What follows belongs to an exercise in optimizing a design on an open flow for small area, a short achievable clock period and few clock cycles per item; a production flow would make more cautious choices. In this exercise RTL edits were held to simulation tests only and were not proved equivalent to the original. Power and IR drop assume default switching activity.

// Divider
module Divider(CLK, CS, WE, SN, AD, DI, DO, DONE);
    input CLK;
    input CS;
    input WE;
    input SN;
    input AD;
    input [17:0] DI;
    output DONE;
    output [17:0] DO;
    reg [17:0] R;        
    reg [18:0] D;        
    reg [17:0] Q;        
    reg [4:0]  K;        
    reg [4:0]  L;        
    reg        busy;
    reg        first;
    reg        neg_quo;
    reg        neg_rem;
    function [4:0] lzc;
        input [17:0] x;
        integer i;
        begin
            lzc = 5'd18;
            for (i = 0; i < 18; i = i + 1)
                if (x[i]) lzc = 5'd17 - i;
        end
    endfunction
    wire        wr_n = CS & WE & ~AD;
    wire        wr_d = CS & WE & AD;
    wire        neg_in = SN & DI[17];
    wire        di_zero = (DI == 18'd0);
    wire        neg_q_in = neg_quo ^ neg_in;
    wire [17:0] por;
    genvar m;
    generate for (m = 0; m < 18; m = m + 1) begin : po
        if (m == 0) begin : z
            assign por[m] = 1'b0;
        end else begin : o
            assign por[m] = |DI[m-1:0];
        end
    end endgenerate
    wire [17:0] nmag = DI ^ ({18{~neg_in}} & por);
    wire [4:0]  lz_in = lzc(~nmag);              
    wire [4:0]  kk = K - L;
    wire        q_zero = first & (K < L);        
    wire        align = first & (K > L);
    wire        step = busy & ~first | first & (K == L);
    wire        pre = first & neg_quo;           
    wire [18:0] a = {neg_rem & R[17], R};
    wire [18:0] sg [0:5];
    wire [18:0] sp [0:5];
    assign sg[0] = a & D;
    assign sp[0] = a ^ D;
    genvar l, i;
    generate for (l = 0; l < 5; l = l + 1) begin : lv
        for (i = 0; i < 19; i = i + 1) begin : b
            if ((i >> l) & 1) begin : m
                localparam integer j = ((i >> l) << l) - 1;
                assign sg[l+1][i] = sg[l][i] | (sp[l][i] & sg[l][j]);
                assign sp[l+1][i] = sp[l][i] & sp[l][j];
            end else begin : t
                assign sg[l+1][i] = sg[l][i];
                assign sp[l+1][i] = sp[l][i];
            end
        end
    end endgenerate
    wire [17:0] cy = {sg[5][16:0] | (sp[5][16:0] & {17{neg_rem}}), neg_rem};
    wire [17:0] sum = sp[0][17:0] ^ cy;
    wire        sign0 = sp[0][18] ^ sg[5][17];   
    wire        c = sign0 ^ ~neg_rem;            
    assign DONE = ~busy | q_zero;
  ...
Size: ~780 cells after synthesis, ~6400 um^2 of cells after synthesis.
export LEC_CHECK = 0
export CAP_MARGIN = 20
export CORE_MARGIN = 2
export CORE_UTILIZATION = 60
export PLACE_DENSITY = 0.7
export SETUP_SLACK_MARGIN = 1.8
export SLEW_MARGIN = 20
create_clock -name core_clock -period 5.0 [get_ports {CLK}]
standard.sh (not shown) runs the stock make flow with config.mk's settings and CLKGATE_MAP_FILE= SYNTH_SCRIPT=/design/flow/synth_recipe.tcl, a recipe that flattens the netlist after the stock synthesis.
==> flow/flow/run.sh <==
#!/bin/bash
# The standard layout (the standard.sh, unchanged synthesis and steps),
# with the port buffers that buffer_ports inserts made plain buf_2 cells
# instead of the delay buffers it picks by default.
set -euo pipefail
export BUFFER_PORTS_ARGS="-buffer_cell sky130_fd_sc_hd__buf_2"
bash standard.sh > standard.log 2>&1
The first run passed the timing, design-rule and antenna checks.
Testbench counts at the start, summed over its fixed seeds: cycles 10,107, items 2,400.
Rerun with:
CORE_UTILIZATION = 70   (was 60)
PLACE_DENSITY = 0.75   (was 0.7)
SETUP_SLACK_MARGIN = 1.9   (was 1.8)
Outcome:
- The new run went through all stages and came out clean
- total power is higher by 1.0%
- global-route usage is higher by 5.1 points
- wire length hardly moves
- sequential share of layout area stays flat
- via count is higher by about 3%
- cell count is lower by 3.0%
- synthesized area does not change
- register-to-register slack is worse by 0.08 ns
- non-clock buffer count stays the same
- final area stays flat
Rerun with:
CORE_UTILIZATION = 60   (was 70)
PLACE_DENSITY = 0.7   (was 0.75)
Fmax increases by 5.1%.
Non-clock buffer count decreases by 1.
Area after synthesis is unchanged.
Design area increases by 0.34%.
Critical path depth decreases by 4.
Cell count increases by 3.0%.
Wire length decreases by 1.7%.
Sequential power stays flat.
First-iteration DRC count decreases by 26%.
Combinational power decreases by about 4%.
Rerun with:
SETUP_SLACK_MARGIN = 1.5   (was 1.9)
Result: The new run went through all stages and came out clean; count of clock-buffer cells in the layout is higher by 3; synthesized area does not change; utilization fell by 1.7 points; synthesized cell count does not change; clock power decreases by 14%; total power goes down by 5.2%; clock skew drops by 0.012 ns; first-iteration DRC count went down by 10%.
Rerun with:
ABC_AREA = 1   (was unset)
SETUP_SLACK_MARGIN = 2.0   (was 1.5)
Sequential power decreases by about 4%.
Final cell count climbs by 13%.
Wire length decreases by 0.63%.
Area after synthesis went down by 5.9%.
Sequential share of layout area goes down by 0.46 points.
Flip-flop and latch count is unchanged.
Combinational power climbs by about 2%.
Final area climbs by 2.0%.
Count of clock-buffer cells in the layout fell by 3.
Via count goes up by 5.1%.
Rerun with:
ABC_AREA = unset   (was 1)
ABC_CLOCK_PERIOD_IN_PS = 3500   (was unset)
CTS_BUF_LIST = sky130_fd_sc_hd__clkbuf_16   (was unset)
CTS_CLUSTER_DIAMETER = 150   (was unset)
CTS_CLUSTER_SIZE = 40   (was unset)
SETUP_SLACK_MARGIN = 1.5   (was 2.0)
Result: The new run ran to the end with no violations; first-iteration DRC count goes up by a few percent; worst setup slack degrades by 0.32 ns; hold slack improves by 0.0068 ns.

==> what the ideal ports hide <==
No port has a modelled driver above. Below, the same layouts with a new extraction and two added sets of constraints. Step 1 sets driving cells, clkbuf_16 on the clock port and buf_2 on the other inputs (assumed; they add their load-dependent delay and slew). Step 2 also shifts input and output timing later by t, the mid clock arrival at the registers, as if the neighbouring blocks saw the same clock. Three values: ideal, step 1, step 2; two values: the first two.
run	shift t [ns]	setup slack, ns	hold slack, ns	clock arrival spread, ns	worst slew at a driven data input, ns
the first run	0.406	1.882 / 1.847 / 1.598	0.583 / 0.583 / 0.583	0.013 / 0.013	0.03
the second run	0.393	1.842 / 1.842 / 1.671	0.577 / 0.577 / 0.577	0.017 / 0.017	0.04
the third run	0.388	1.996 / 1.962 / 1.627	0.582 / 0.582 / 0.582	0.027 / 0.026	0.03
the fourth run	0.372	1.682 / 1.682 / 1.358	0.592 / 0.592 / 0.592	0.014 / 0.015	0.03
the fifth run	0.391	1.959 / 1.959 / 1.702	0.580 / 0.580 / 0.580	0.013 / 0.013	0.03
the sixth run	0.372	1.638 / 1.638 / 1.348	0.587 / 0.587 / 0.587	0.010 / 0.010	0.03
After both steps setup and hold are still met in every run listed. For the third run, which loses most, drivers alone change the setup slack by -0.034 ns; drivers and shift together by -0.369 ns.
